What follows belongs to an exercise in optimizing a design on an open flow for a short achievable clock period and few clock cycles; a production flow would make more cautious choices.
Only simulation tests tie the RTL to the original design; equivalence was not proved.
Power and IR drop assume default switching activity.

==> flow/design.v, too long to show whole: its modules and the start of the top module <==
// module Reg: 12 lines
// module MuxKeyInternal: 31 lines
// module MuxKey: 7 lines
// module ysyx_040729_IDU_Decoder: 63 lines
// module ysyx_040729_IDU_RegisterFile: 18 lines
// module ysyx_040729_IDU: 118 lines
// module ysyx_040729_EXE_ALU_Multiplier: 44 lines
// module ysyx_040729_EXE_ALU_Divider: 36 lines
// module ysyx_040729_EXE_ALU: 129 lines
// module ysyx_040729_EXE: 77 lines
// module ysyx_040729_CSR: 89 lines
// module ysyx_040729_Excp: 20 lines
// module ysyx_040729_CPU: 242 lines
module ysyx_040729_CPU #(
    parameter DATA_WIDTH = 64,
    parameter ADDR_WIDTH = 32,
    parameter INST_WIDTH = 32,
    parameter REG_ADDR_W = 5,
    parameter RESET_ADDR = 64'h80000000,
    parameter RESET_INST = 32'h00000013
)(
  input  clock,
  input  reset,
  output fence_o,
  output                      mem_valid,
  input                       mem_ready,
  input   [DATA_WIDTH-1:0]    mem_data_read,
  output  [DATA_WIDTH-1:0]    mem_data_write,
  output  [ADDR_WIDTH-1:0]    mem_addr,
  output  [2:0]               mem_size,
  output                      mem_wen,
  output                      if_valid,
  input                       if_ready,
  input   [INST_WIDTH-1:0]    if_data_read,
  output  [ADDR_WIDTH-1:0]    if_addr
);
  // ...
==> flow/run.sh <==
#!/bin/bash
# synth_recipe.tcl (not shown) runs the flow's synth.tcl, then flattens the netlist and writes it again
# the make line also repeats each setting of config.mk as NAME=value (left out here)
make -C /OpenROAD-flow-scripts/flow DESIGN_CONFIG=/design/flow/config.mk WORK_HOME=/design/flow/orfs CLKGATE_MAP_FILE= SYNTH_SCRIPT=/design/flow/synth_recipe.tcl finish
==> flow/config.mk <==
export PLATFORM = sky130hd
export DESIGN_NAME = ysyx_040729_CPU
export DESIGN_NICKNAME = ysyx_040729_CPU
export VERILOG_FILES = /design/flow/design.v
export SDC_FILE = /design/flow/constraint.sdc
export NUM_CORES = 8
export LEC_CHECK = 0
export ABC_CLOCK_PERIOD_IN_PS = 16000
export CAP_MARGIN = 40
export CORE_MARGIN = 2
export CORE_UTILIZATION = 30
export SETUP_SLACK_MARGIN = 5
export SLEW_MARGIN = 40
==> flow/constraint.sdc <==
create_clock -name core_clock -period 22.0 [get_ports {clock}]
set_input_delay 4.4000 -clock core_clock [delete_from_list [all_inputs] [get_ports {clock}]]
set_output_delay 4.4000 -clock core_clock [all_outputs]
set_load 0.01 [all_outputs]
==> results by group, run 1 <==
Floorplanning
  – Die Height: 935.8 µm
  – Die footprint: 875800 µm²
  – Well tap count: 11524
  – Initial Util: 30.06%

Finish
  – Count of non-CTS inverters in the layout: 571
  – Non-clk bufs: 2893
  – Layout cell share with drive strength beyond 1: 14.78%

Placed design
  – Placed cell count: 43312

Route
  – M1 wire length: 761900 µm
  – Vias per cell: 6.647

Worst setup path
  – Reg2reg setup slack: 2.88 ns
  – Data required, critical path: 23.00 ns
  – Crit-path slowest cell: a311oi_1
  – Worst R2R Path Depth: 77

Power and ir drop
  – Switching share of total power: 40.49%
  – Share of power burned in registers: 32.6%
  – Top power group: combinational logic

Synthesis
  – EDFF count, synth: 2048
  – Most common cell in the synthesized netlist: nand2_1
  – Synth async-reset ratio: 0%
  – Mux cell area share after synthesis: 3.736%

Job
  – Max-cap violations: 0

Hold path
  – Hold WC Path Type: flop to flop

Global route
  – Met1 Usage GRT: 53.62%
  – Overflow after GRT: 0

Clock tree
  – CTS sink cnt: 3817
  – Hold buffer count at cts: 0

Run status
  – Status: complete, no violations

STA
  – Fin crit share: 88.30%
Testbench counts, summed over its fixed seeds: cycles 1,669,400.
==> inputs of run 2 (changes only) <==
--- a/flow/config.mk
+++ b/flow/config.mk
@@ -11,3 +11,3 @@
 export CORE_UTILIZATION = 30
-export SETUP_SLACK_MARGIN = 5
+export SETUP_SLACK_MARGIN = 1.0
 export SLEW_MARGIN = 40
==> run 2 against run 1 <==
Compared with the run above: utilization decreased by 0.33 points; clock skew increased by 0.037 ns; cell count decreased by 0.20%; power about the same; combinational power decreased by 1%; routed wire length decreased by 6.6%; synthesized area unchanged; design area decreased by 0.91%.
==> results by group, run 2 <==
Placed design
  – Input/output buffers: 234
  – Detailed Place HPWL: 1482000 µm
  – Pre-CTS setup slack: -2.109 ns
  – Final weighted congestion in routability-driven placement: 1.143

STA
  – Clock skew: 0.1869 ns
  – RSZ-0062 raised after global routing: no
  – Max Slew Vio Count: 0
  – Setup ws final: 1.081 ns
  – Slew @ Worst Pin: 1.132 ns
  – Setup TNS: 0 ns
  – Final min period: 20.92 ns
  – Fin crit share: 95.09% (+6.8 points)
  – Setup violators final: 0
  – Final hold violation count: 0
  – Slew HR: 24.55%
  – Max frequency: 0.04780 GHz

Synthesis
  – Synth cell types: 118
  – Avg Cell Area, Syn: 8.215 µm²
  – Sequential area share after synthesis: 37.20%
  – Most common cell in the synthesized netlist: nand2_1
  – Largest cells by area after synthesis: edfxtp_1, dfxtp_1, nand2_1, o21ai_0, a21oi_1
  – Synth warn: 25
  – Leading cell types by count after synthesis: nand2_1, nor2_1, o21ai_0
  – Largest area contributor in the netlist: edfxtp_1
  – Post-Syn Nets: 32631
  – Top FF cell, synth: edfxtp_1
  – Synthesized area: 260500 µm²
  – Synth async-reset ratio: 0% (unchanged)
  – EDFF count, synth: 2048 (unchanged)
  – Yosys reg bits: 3817
  – Syn Inst Count: 31710
  – Top-area cell type share of the netlist area: 23.61%

Global route
  – M3 GR Usage: 13.93%
  – Vias in the first global route: 269032
  – First-pass GRT wire length: 2551000 µm
  – Overflow after GRT: 0 (unchanged)
  – Met1 Usage GRT: 48.49% (-5.1 points)
  – All-Layer GR Usage: 42.52%
  – Grt met2 use: 61.39%
  – Initial antenna violation count: 300
  – Busiest grt layer: met2
  – Pin count of the biggest net entering global routing: 127

Power and ir drop
  – PwrDens: 76.40 nW/µm²
  – Combinational share of power: 33.5%
  – Switching power: 0.009363 W
  – Clock power frac: 33.8%
  – Worst VDD drop: 81.65 µV
  – P_leak: 108.3 nW
  – Internal power: 0.01425 W
  – Share of power burned in registers: 32.6% (about the same)
  – Switching share of total power: 39.65% (-0.84 points)

Floorplanning
  – Floorplan Core Area: 866500 µm²
  – I/O Pins: 235
  – Cell Rows: 342
  – Die Height: 935.8 µm (unchanged)
  – Die footprint: 875800 µm² (unchanged)
  – Die W: 935.8 µm
  – Initial Util: 30.06% (unchanged)

Worst setup path
  – Critical Path End: PC_inst.dout[54]$_SDFFE_PP0P_
  – Data required, critical path: 22.96 ns (-0.04 ns)
  – Crit-path slowest cell: a221oi_1
  – Worst EP arrival: 21.88 ns
  – Reg2reg setup slack: 1.77 ns (-1.11 ns)
  – CP most frequent cell: buf_4
  – Kind of critical path: input port to flop
  – Critical path launch point: mem_data_read[6]
  – Worst R2R End: PC_inst.dout[54]$_SDFFE_PP0P_
  – Worst R2R Path Depth: 71 (-7.8%)
  – Crit Path Max Fanout: 13
  – Endpoint class of the critical path: flop
  – Worst path max stage delay: 0.62 ns
  – Reg2reg start: immediate_wb_stage_inst.dout[19]$_SDFFE_PP0P_
  – CP Launch Type: input port

Clock tree
  – TritonCTS Buffers: 446
  – TritonCTS clock tree: yes
  – Clock latency (worst-skew pair): 1.21 ns
  – CTS sink cnt: 3817 (unchanged)
  – Clock slew at reported path FFs: 0.06 ns
  – Clk buf depth: 4
  – CTS HTree Levels: 5
  – Root Driver: clkbuf_16

Route
  – Vias per cell: 6.693 (+0.69%)
  – DRC: 0
  – ANT nets after route: 0
  – Wire length per cell: 43.92 µm
  – Initial drt markers: 49111
  – Vias post-DR: 298294
  – DR pass1 iterations: 8
  – Total Wirelength: 1957000 µm

Finish
  – Fillers: 89860
  – Most frequent cells in the layout: nand2_1, nor2_1, a21oi_1
  – Final nets: 33309
  – Biggest register: IDU_inst.RF_inst.rf
  – Largest register FFs: 2048
  – Commonest non-fill, non-tap cell in the layout: nand2_1
  – Synth-to-Final Area Change: 18.66%
  – Layout cell share with drive strength beyond 1: 13.72% (-1.1 points)

Job
  – Max-cap violations: 0 (unchanged)

Hold path
  – Hold WC Path Type: flop to flop

Run status
  – Status: complete, no violations
## run 2: what timing repair did
action	4_1_cts	5_1_grt
hold buffers	0	0
resized for setup	45	70
pin swaps	8	18
buffers inserted	3	1
setup endpoints to repair	65	65
## run 2: cells by family (layout without fill, tap and decap cells)
family / Yosys count / after routing / synth area share (%)
buf+inv: 3205 / 4261 / 4.719
fa+ha+maj: 821 / 821 / 3.981
xor+xnor: 1244 / 1244 / 4.183
flops: 3817 / 3817 / 37.20
mux: 795 / 795 / 3.736
compound gates: 11138 / 11138 / 27.78
simple gates: 10690 / 10690 / 18.40
other cells: 0 / 278 / 0
## run 2: power by group through the flow
stage / clock [W] / sequential [W] / combinational [W]
after floorplan: 0 / 0.00773 / 0.00288
after global placement: 0 / 0.00784 / 0.00734
after detailed placement: 0 / 0.00784 / 0.00732
after CTS: 0.00798 / 0.00768 / 0.00737
after global routing: 0.00823 / 0.00769 / 0.00777
final: 0.00799 / 0.00770 / 0.00792
## run 2: worst min path at each step
stage,start,to,slack (ns),cells after the start
floorplan,flush_mem_stage_inst.dout$_SDFFE_PP0P_,exec_once_inst.dout$_SDFF_PP0_,0.40,1
global placement,flush_mem_stage_inst.dout$_SDFFE_PP0P_,exec_once_inst.dout$_SDFF_PP0_,0.41,1
detailed placement,flush_mem_stage_inst.dout$_SDFFE_PP0P_,exec_once_inst.dout$_SDFF_PP0_,0.43,1
CTS,mem_wdata_mem_stage_inst.dout[22]$_SDFFE_PP0P_,mem_wdata_mem_stage_inst.dout[22]$_SDFFE_PP0P_,0.45,2
global route,flop,flop,0.47,2
finish,CSR_inst.CSR_mcause.dout[15]$_SDFFE_PP0P_,CSR_inst.CSR_mcause.dout[15]$_SDFFE_PP0P_,0.45,2
## run 2: per-layer routing
layer  vias to the layer above  share of wire [%]
met4                       100                 12
met2                     23863                 41
met3                      6638                 12
met5                         -              0.057
met1                    147319                 35
li1                     120374                  -
## run 2: metrics by stage
step           std cells  util, %  power [W]  area (µm²)  hold slack, ns
3_5_place_dp       43441    33.71    0.01516      292100          0.4251
3_3_place_gp       43383    33.46    0.01517      289900          0.4084
6_report           44568    35.67    0.02362      309100          0.4502
5_1_grt            44363    35.61    0.02369      308600          0.4654
2_1_floorplan      31710        -    0.01061      260500          0.4021
4_1_cts            44270    35.49    0.02303      307500          0.4539
## run 2: final cells by class
class / instances / area, µm² / area share (%)
Clock inverter: 250 / 3017 / 0.9759
Timing Repair Buffer: 2864 / 24150 / 7.814
Tap cell: 11524 / 14420 / 4.665
Inverter: 571 / 2162 / 0.6995
Clock buffer: 576 / 12150 / 3.930
Multi-Input combinational cell: 24688 / 155500 / 50.31
Antenna cell: 278 / 695.7 / 0.2251
Sequential cell: 3817 / 97010 / 31.38
## run 2: critical path: cells and delay by family
kind                     cells  cell delay [ns]
multiplexers                 2             0.63
XOR/XNOR                     2             0.58
AO/OA/AOI/OAI               27             6.96
buffers and inverters       16             3.41
adder cells (fa/ha/maj)      3             1.03
AND/OR/NAND/NOR             21             4.80
==> inputs of run 3 (changes only) <==
==> flow/flow/run.sh (new file) <==
#!/bin/bash
# Standard synthesis, then the standard ORFS layout with timing repair aimed
# below the clock period (larger setup slack margin) and ports buffered with
# buf_4 cells, with cell sizing not limited to the same footprint. Each tool's output goes to its own log file in the work folder.
set -euo pipefail
bash standard.sh synth > synth.log 2>&1
bash standard.sh SETUP_SLACK_MARGIN=16 TNS_END_PERCENT=100 MATCH_CELL_FOOTPRINT=0 \
  "BUFFER_PORTS_ARGS=-buffer_cell sky130_fd_sc_hd__buf_4" finish > layout.log 2>&1
==> flow/standard.sh (new file) <==
#!/bin/bash
# synth_recipe.tcl (not shown) runs the flow's synth.tcl, then flattens the netlist and writes it again
# the make line also repeats each setting of config.mk as NAME=value (left out here)
make -C /OpenROAD-flow-scripts/flow DESIGN_CONFIG=/design/flow/config.mk WORK_HOME=/design/flow/orfs CLKGATE_MAP_FILE= SYNTH_SCRIPT=/design/flow/synth_recipe.tcl "${@:-finish}"
removed: flow/run.sh
==> run 3 against run 2 <==
Compared with the run above: the run now fails in global routing (5_1_grt); synthesized area unchanged; synthesized cell count unchanged.
==> results by group, run 3 <==
Synthesis
  – Largest cells by area after synthesis: edfxtp_1, dfxtp_1, nand2_1, o21ai_0, a21oi_1
  – Top FF cell, synth: edfxtp_1
  – Avg Cell Area, Syn: 8.215 µm² (unchanged)
  – Top-area cell type share of the netlist area: 23.61% (unchanged)
  – Synth warn: 25 (unchanged)
  – Leading cell types by count after synthesis: nand2_1, nor2_1, o21ai_0
  – Most common cell in the synthesized netlist: nand2_1
  – Synth cell types: 118 (unchanged)
  – Synthesized area: 260500 µm² (unchanged)
  – Synth async-reset ratio: 0% (unchanged)
  – Largest area contributor in the netlist: edfxtp_1
  – Sequential area share after synthesis: 37.20% (unchanged)
  – Yosys reg bits: 3817 (unchanged)
  – Syn Inst Count: 31710 (unchanged)
  – EDFF count, synth: 2048 (unchanged)
  – Post-Syn Nets: 32631 (unchanged)

Floorplanning
  – Die W: 935.8 µm (unchanged)
  – I/O Pins: 235 (unchanged)
  – Initial Util: 30.06% (unchanged)
  – Die Height: 935.8 µm (unchanged)
  – Cell Rows: 342 (unchanged)

Run status
  – Last step reached: global routing (5_1_grt)
  – Error msg: [ERROR GRT-0232] Routing congestion too high. Check the congestion heatmap in the GUI.
  – Status: aborted with a tool error

Clock tree
  – CTS HTree Levels: 5 (unchanged)
  – TritonCTS Buffers: 452 (+1.3%)
  – Hold buffer count at cts: 0 (unchanged)
  – Clk buf depth: 4 (unchanged)
  – CTS sink cnt: 3817 (unchanged)
  – Root Driver: clkbuf_16

Placed design
  – Pre-CTS setup slack: -0.8614 ns (+1.247 ns)
  – Final weighted congestion in routability-driven placement: 1.137 (-0.55%)
  – Input/output buffers: 234 (unchanged)
  – Placed Area: 289700 µm² (-0.82%)
  – Detailed Place HPWL: 1478000 µm (-0.32%)

Global route
  – Pin count of the biggest net entering global routing: 145
  – Overflow after GRT: 1
  – All-Layer GR Usage: 44.59%
[run 3: cell counts after synthesis]
Identical to the previous run, type by type.
[run 3: cells by family after synthesis]
logic type,Yosys count,synth area share (%)
mux,795,3.736
flops,3817,37.20
compound gates,11138,27.78
fa+ha+maj,821,3.981
buf+inv,3205,4.719
xor+xnor,1244,4.183
simple gates,10690,18.40
[run 3: power groups by stage]
stage | logic [W] | registers (W) | clock network, W
after floorplan | 0.00308 | 0.00773 | 0
after global placement | 0.00701 | 0.00784 | 0
after detailed placement | 0.00700 | 0.00784 | 0
after CTS | 0.00809 | 0.00768 | 0.00802
[run 3: timing repair]
action,CTS
setup buffers,932
pin swaps,829
gates resized for setup,3034
endpoints found under the setup margin,2547
gates cloned,124
[run 3: metal layers]
layer	GRT overflow	global-route usage, %
met3	1	16.07
met1	0	50.16
met4	0	45.69
met2	0	63.55
met5	0	0.1689
[run 3: how the worst max path moves through the flow]
stage | from | end | slack (ns) | depth (start not counted)
floorplan | mem_data_read[1] | PC_inst.dout[60]$_SDFFE_PP0P_ | 4.99 | 74
global placement | mem_data_read[14] | PC_inst.dout[33]$_SDFFE_PP0P_ | -2.03 | 74
detailed placement | mem_data_read[18] | PC_inst.dout[49]$_SDFFE_PP0P_ | -0.86 | 74
CTS | mem_data_read[14] | PC_inst.dout[50]$_SDFFE_PP0P_ | 2.81 | 77
[run 3: through the flow]
stage | util [%] | power (W) | hold WS (ns) | instances
2_1_floorplan | - | 0.01081 | 0.4021 | 31710
3_3_place_gp | 33.15 | 0.01485 | 0.4324 | 42623
3_5_place_dp | 33.43 | 0.01484 | 0.4418 | 42702
4_1_cts | 37.91 | 0.02380 | 0.4525 | 44593

[port drivers added, routing unchanged]
No port has a modelled driver above. Below, the same layouts with a new extraction and two added sets of constraints. Step 1 assumes that a clkbuf_16 drives the clock port and a buf_2 every other input. Step 2 adds t to the input delays and takes it off the output delays; t is the mean of the earliest and latest rising clock arrival at the registers after step 1. Input paths then give back, and output paths get back, about the clock's delay inside the block. Slacks: no drivers / after step 1 / after step 2; pairs: no drivers / after step 1.
| run | t (ns) | setup slack, ns | worst setup path after step 2 |
|---|---|---|---|
| run 1 | 1.301 | 2.573 / 2.704 / 1.403 | input to register |
| run 2 | 1.276 | 1.081 / 1.201 / -0.076 | input to register |
Met with ideal ports but missed after step 2: setup timing in run 2. The setup slack of run 1, which loses most, moves by +0.131 ns with the drivers and by -1.170 ns with both steps.
